From an optimization exercise on the open Yosys and OpenROAD flow, aimed at small area and a short achievable clock period; shortcuts taken in it are not production practice.
Where RTL was checked, it was by simulation tests only, not by an equivalence proof against the original.
No activity file was given, so power comes from the tool's default toggle rates.

epsilon:
## muitiplier
module muitiplier(
    input clk,rstn,
    input pipeline_muitiplier_flush,
    input pipeline_muitiplier_stall,
    input [4:0] pipeline_muitiplier_subtype,
    input [31:0] pipeline_muitiplier_din1,
    input [31:0] pipeline_muitiplier_din2,
    output [31:0] muitiplier_pipeline_dout
);
    wire stall = pipeline_muitiplier_stall;
    wire flush = pipeline_muitiplier_flush;
    wire [4:0] mode = pipeline_muitiplier_subtype;
    wire [31:0] a = pipeline_muitiplier_din1;
    wire [31:0] b = pipeline_muitiplier_din2;
    wire sgn = (mode == 5'd1);
    wire a32 = sgn & a[31];
    wire b32 = sgn & b[31];
    wire one0 = b[0] ^ 1'b0;
    wire two0 = (b[1] & ~b[0] & ~1'b0) | (~b[1] & b[0] & 1'b0);
    wire neg0 = b[1];
    wire [33:0] pp0;
    assign pp0[0] = ((one0 & a[0]) | (two0 & 1'b0)) ^ neg0;
    assign pp0[1] = ((one0 & a[1]) | (two0 & a[0])) ^ neg0;
    assign pp0[2] = ((one0 & a[2]) | (two0 & a[1])) ^ neg0;
    assign pp0[3] = ((one0 & a[3]) | (two0 & a[2])) ^ neg0;
    assign pp0[4] = ((one0 & a[4]) | (two0 & a[3])) ^ neg0;
    assign pp0[5] = ((one0 & a[5]) | (two0 & a[4])) ^ neg0;
    assign pp0[6] = ((one0 & a[6]) | (two0 & a[5])) ^ neg0;
    assign pp0[7] = ((one0 & a[7]) | (two0 & a[6])) ^ neg0;
    assign pp0[8] = ((one0 & a[8]) | (two0 & a[7])) ^ neg0;
    assign pp0[9] = ((one0 & a[9]) | (two0 & a[8])) ^ neg0;
    assign pp0[10] = ((one0 & a[10]) | (two0 & a[9])) ^ neg0;
    assign pp0[11] = ((one0 & a[11]) | (two0 & a[10])) ^ neg0;
    assign pp0[12] = ((one0 & a[12]) | (two0 & a[11])) ^ neg0;
    assign pp0[13] = ((one0 & a[13]) | (two0 & a[12])) ^ neg0;
    assign pp0[14] = ((one0 & a[14]) | (two0 & a[13])) ^ neg0;
    assign pp0[15] = ((one0 & a[15]) | (two0 & a[14])) ^ neg0;
    assign pp0[16] = ((one0 & a[16]) | (two0 & a[15])) ^ neg0;
    assign pp0[17] = ((one0 & a[17]) | (two0 & a[16])) ^ neg0;
  ...
export LEC_CHECK = 0
export ABC_AREA = 1
export CAP_MARGIN = 20
export CORE_MARGIN = 2
export CORE_UTILIZATION = 40
export SETUP_SLACK_MARGIN = 5
export SLEW_MARGIN = 20
export SYNTH_HIERARCHICAL = 1
create_clock -name core_clock -period 12.0 [get_ports {clk}]
run.sh (not shown) runs the stock make flow with config.mk's settings and CLKGATE_MAP_FILE= SYNTH_SCRIPT=/design/flow/synth_recipe.tcl, a recipe that flattens the netlist after the stock synthesis.
The flow did not stop early for epsilon: all stages ran, and the layout cleared the timing, DRC and antenna checks.
Changes in gamma relative to epsilon:
# epsilon
export LEC_CHECK = 0
export ABC_AREA = 1
export CAP_MARGIN = 20
export CORE_MARGIN = 2
export CORE_UTILIZATION = 40
export SETUP_SLACK_MARGIN = 5
export SLEW_MARGIN = 20
export SYNTH_HIERARCHICAL = 1
create_clock -name core_clock -period 12.0 [get_ports {clk}]
# gamma
export LEC_CHECK = 0
export ABC_AREA = 1
export CAP_MARGIN = 20
export CORE_MARGIN = 2
export CORE_UTILIZATION = 55
export SETUP_SLACK_MARGIN = 5
export SLEW_MARGIN = 20
export SYNTH_HIERARCHICAL = 1
create_clock -name core_clock -period 12.0 [get_ports {clk}]
Findings:
gamma reached the final stage; the timing, DRC and antenna checks on its layout passed. Taking epsilon as the reference, in gamma area of the die went down 27%; clock share of power shows a reduction of 0.6 points; summed area of non-filler cells in the final layout shrank by 1.1%. According to the power report, total power for gamma is lower than for epsilon.

---

## build 6
muitiplier, a different RTL version from the one above (not shown whole).
Size in the first run: ~2700 cells after synthesis, roughly 120 flip-flops, ~110 I/O pins.
==> flow/config.mk <==
export PLATFORM = sky130hd
export DESIGN_NAME = muitiplier
export DESIGN_NICKNAME = muitiplier
export VERILOG_FILES = /design/flow/design.v
export SDC_FILE = /design/flow/constraint.sdc
export NUM_CORES = 4
export LEC_CHECK = 0
export ABC_AREA = 1
export CAP_MARGIN = 20
export CORE_MARGIN = 2
export CORE_UTILIZATION = 55
export SETUP_SLACK_MARGIN = 5
export SLEW_MARGIN = 20
export SYNTH_HIERARCHICAL = 1
==> flow/constraint.sdc <==
create_clock -name core_clock -period 12.0 [get_ports {clk}]
set_input_delay 2.4000 -clock core_clock [delete_from_list [all_inputs] [get_ports {clk}]]
set_output_delay 2.4000 -clock core_clock [all_outputs]
set_load 0.01 [all_outputs]
## Diff of input files: build 49 against build 6
# build 6
export LEC_CHECK = 0
export ABC_AREA = 1
export CAP_MARGIN = 20
export CORE_MARGIN = 2
export CORE_UTILIZATION = 55
export SETUP_SLACK_MARGIN = 5
export SLEW_MARGIN = 20
export SYNTH_HIERARCHICAL = 1
create_clock -name core_clock -period 12.0 [get_ports {clk}]
# build 49
export LEC_CHECK = 0
export ABC_AREA = 1
export CAP_MARGIN = 20
export CORE_MARGIN = 2
export CORE_UTILIZATION = 55
export SLEW_MARGIN = 20
export SYNTH_HIERARCHICAL = 1
create_clock -name core_clock -period 12.0 [get_ports {clk}]
==> flow/flow/run.sh (new file) <==
#!/bin/bash
# The standard ORFS layout (standard.sh) with three changes:
#  - every port still gets a buffer, but a buf_2 instead of the slow
#    clkdlybuf4s50_1 that buffer_ports picks by default;
#  - clock tree synthesis without dummy loads;
#  - timing repair aims for the setup slack in SETUP_SLACK_MARGIN below.
set -euo pipefail
export BUFFER_PORTS_ARGS="-buffer_cell sky130_fd_sc_hd__buf_2"
export CTS_ARGS="-sink_clustering_enable -repair_clock_nets -dont_use_dummy_load"
export SETUP_SLACK_MARGIN=5
bash standard.sh > standard_flow.log 2>&1
==> flow/standard.sh (new file) <==
#!/bin/bash
# synth_recipe.tcl (not shown) runs the flow's synth.tcl, then flattens the netlist and writes it again
# the make line also repeats each setting of config.mk as NAME=value (left out here)
make -C /OpenROAD-flow-scripts/flow DESIGN_CONFIG=/design/flow/config.mk WORK_HOME=/design/flow/orfs CLKGATE_MAP_FILE= SYNTH_SCRIPT=/design/flow/synth_recipe.tcl "${@:-finish}"
removed: flow/run.sh
==> comparison <==
- Comparing build 6 and build 49, the lower non-clock buffer count was measured on build 49.
- Final cell count, build 49 vs build 6: down slightly
- Build 49 vs. build 6: maximum frequency fell by about 0.6%, met3 global-route usage rose by 2.3 points.
- Build 49 finished end to end and its layout was clean on timing, DRC and antenna.
- Proportion of cell area occupied by registers: build 49 higher than build 6
- Compare build 6 and build 49 | critical path depth lower: build 6
- Sequential power: build 49 vs build 6 — no meaningful difference
> inputs changed (build 49 -> build 26)
diff --git a/flow/flow/run.sh b/flow/flow/run.sh
--- a/flow/flow/run.sh
+++ b/flow/flow/run.sh
@@ -8,3 +8,3 @@
 export BUFFER_PORTS_ARGS="-buffer_cell sky130_fd_sc_hd__buf_2"
-export CTS_ARGS="-sink_clustering_enable -repair_clock_nets -dont_use_dummy_load"
+export CTS_ARGS="-sink_clustering_enable -repair_clock_nets -dont_use_dummy_load -buf_list {sky130_fd_sc_hd__clkbuf_4 sky130_fd_sc_hd__clkbuf_8}"
 export SETUP_SLACK_MARGIN=5
Results
Build 26 vs build 49: total power divided by cell area down slightly
Against build 49, build 26 reports a transition time at the pin with the least slew margin that is lower.
Re buffering stage count on the worst path with inverters included: build 26 is 1 down on build 49.
Summary of build 26 over build 49: post-layout total power saw a decrease; worst hold slack now larger; iteration count of the initial detailed-routing pass +3; sequential share of layout area shows no meaningful change.

---

Another version of the RTL of muitiplier (not shown whole).
Size in the first run: about 2700 cells after synthesis, ~130 flip-flops, about 110 I/O pins.
==> flow/config.mk <==
export PLATFORM = sky130hd
export DESIGN_NAME = muitiplier
export DESIGN_NICKNAME = muitiplier
export VERILOG_FILES = /design/flow/design.v
export SDC_FILE = /design/flow/constraint.sdc
export NUM_CORES = 4
export LEC_CHECK = 0
export ABC_AREA = 1
export CAP_MARGIN = 20
export CORE_MARGIN = 2
export CORE_UTILIZATION = 40
export SLEW_MARGIN = 20
export SYNTH_HIERARCHICAL = 1
==> flow/constraint.sdc <==
create_clock -name core_clock -period 12.0 [get_ports {clk}]
set_input_delay 2.4000 -clock core_clock [delete_from_list [all_inputs] [get_ports {clk}]]
set_output_delay 2.4000 -clock core_clock [all_outputs]
set_load 0.01 [all_outputs]
Stock flow here: none of the scripts above is used.
Change:
- CORE_UTILIZATION: 40 -> 60
- SETUP_SLACK_MARGIN: default -> 4
What happened: The changed run passed the timing, DRC and antenna checks; fmax shrinks by a few percent; power is about the same; setup slack got worse by 260 ps; die area falls by a quarter to a third; non-clock buffer count climbs by 1; core utilization goes up by 22 points.
No run of this note included a check of the RTL's function; only the layout flow was run.

---

muitiplier, a different RTL version from the one above (not shown whole).
Size in the first run: ~2700 cells after synthesis, about 120 flip-flops, ~110 I/O pins, ~27000 um2 of cells after synthesis.
export LEC_CHECK = 0
export ABC_AREA = 1
export CAP_MARGIN = 20
export CORE_MARGIN = 2
export CORE_UTILIZATION = 55
export SLEW_MARGIN = 20
export SYNTH_HIERARCHICAL = 1
create_clock -name core_clock -period 12.0 [get_ports {clk}]
standard.sh (not shown) runs the stock make flow with config.mk's settings and CLKGATE_MAP_FILE= SYNTH_SCRIPT=/design/flow/synth_recipe.tcl, a recipe that flattens the netlist after the stock synthesis.
==> flow/flow/run.sh <==
#!/bin/bash
# The standard ORFS layout (standard.sh) with three changes:
#  - every port still gets a buffer, but a buf_2 instead of the slow
#    clkdlybuf4s50_1 that buffer_ports picks by default;
#  - clock tree synthesis without dummy loads;
#  - timing repair aims for the setup slack in SETUP_SLACK_MARGIN below.
set -euo pipefail
export BUFFER_PORTS_ARGS="-buffer_cell sky130_fd_sc_hd__buf_2"
export CTS_ARGS="-sink_clustering_enable -repair_clock_nets -dont_use_dummy_load -buf_list {sky130_fd_sc_hd__clkbuf_4 sky130_fd_sc_hd__clkbuf_8}"
export SETUP_SLACK_MARGIN=5.6
bash standard.sh > standard_flow.log 2>&1
==> next run, changes <==
- CAP_MARGIN: 20 -> 5
- SLEW_MARGIN: 20 -> 5
Sequential share of layout area stays the same.
Via count does not change.
Wire length stays the same.
Synthesized cell count is unchanged.
==> next run, changes <==
--- a/flow/flow/run.sh
+++ b/flow/flow/run.sh
@@ -10 +10 @@
-export SETUP_SLACK_MARGIN=5.6
+export SETUP_SLACK_MARGIN=5.8
- CAP_MARGIN: 5 -> 20
- SLEW_MARGIN: 5 -> 20
The new run finished with timing, DRC and antenna clean.
Final cell count is higher slightly.
Power shrinks slightly.
Utilization rises by 2.7 points.
Via count increases slightly.
Routed wire length went up slightly.
Sequential power barely changes.
Design area rises by a few percent.
Clock skew is unchanged.
==> next run, changes <==
--- a/flow/flow/run.sh
+++ b/flow/flow/run.sh
@@ -10 +10 @@
-export SETUP_SLACK_MARGIN=5.8
+export SETUP_SLACK_MARGIN=5.6
- CORE_UTILIZATION: 55 -> 65
- PLACE_DENSITY: not set -> 0.7
Effect:
- The new run went through all stages and came out clean
- register-to-register slack gains 0.66 ns
- count of clock-buffer cells in the layout does not change
- final area decreases by 3.8%
- hold slack gets worse by 0.039 ns
- die area fell by 15%
- synthesized cell count stays the same

[what the ideal ports hide]
The results above use ideal ports. As a check the final layouts listed here were re-extracted and re-timed, cells and wires unchanged.
Step 1: set_driving_cell puts a clkbuf_16 on clk and a buf_2 on each other input, an assumption about the parent block.
Step 2 moves the port delays by t, midway between the first and last clock arrival at a register: inputs arrive t later, outputs are due t later. That takes back most of the time a late clock gives input paths.
Three values: ideal ports, drivers, drivers and shift; two values: the first two.
| run | t (ns) | slack for setup (ns) | worst slew at a driven data input, ns | pins driven straight from the clock port |
|---|---|---|---|---|
| epsilon | 0.549 | 5.042 / 5.073 / 4.523 | 0.05 | 1 |
| gamma | 0.555 | 5.046 / 5.075 / 4.520 | 0.06 | 1 |
| build 6 | 0.561 | 5.045 / 5.085 / 4.524 | 0.06 | 1 |
| build 49 | 0.538 | 5.001 / 5.036 / 4.498 | 0.07 | 1 |
| build 26 | 0.599 | 5.098 / 5.103 / 4.504 | 0.07 | 1 |
| the first run of note 3 | 0.494 | 4.444 / 4.468 / 3.974 | 0.09 | 1 |
| the second run of note 3 | 0.528 | 4.182 / 4.224 / 3.697 | 0.06 | 1 |
| the first run of note 4 | 0.557 | 5.598 / 5.628 / 5.071 | 0.04 | 1 |
| the second run of note 4 | 0.557 | 5.598 / 5.628 / 5.071 | 0.04 | 1 |
| the third run of note 4 | 0.612 | 5.760 / 5.734 / 5.178 | 0.06 | 1 |
| the fourth run of note 4 | 0.554 | 5.585 / 5.616 / 5.062 | 0.11 | 1 |
After both steps every run listed still meets setup and hold. For build 26, which loses most, drivers alone change the setup slack by +0.005 ns; drivers and shift together by -0.594 ns.
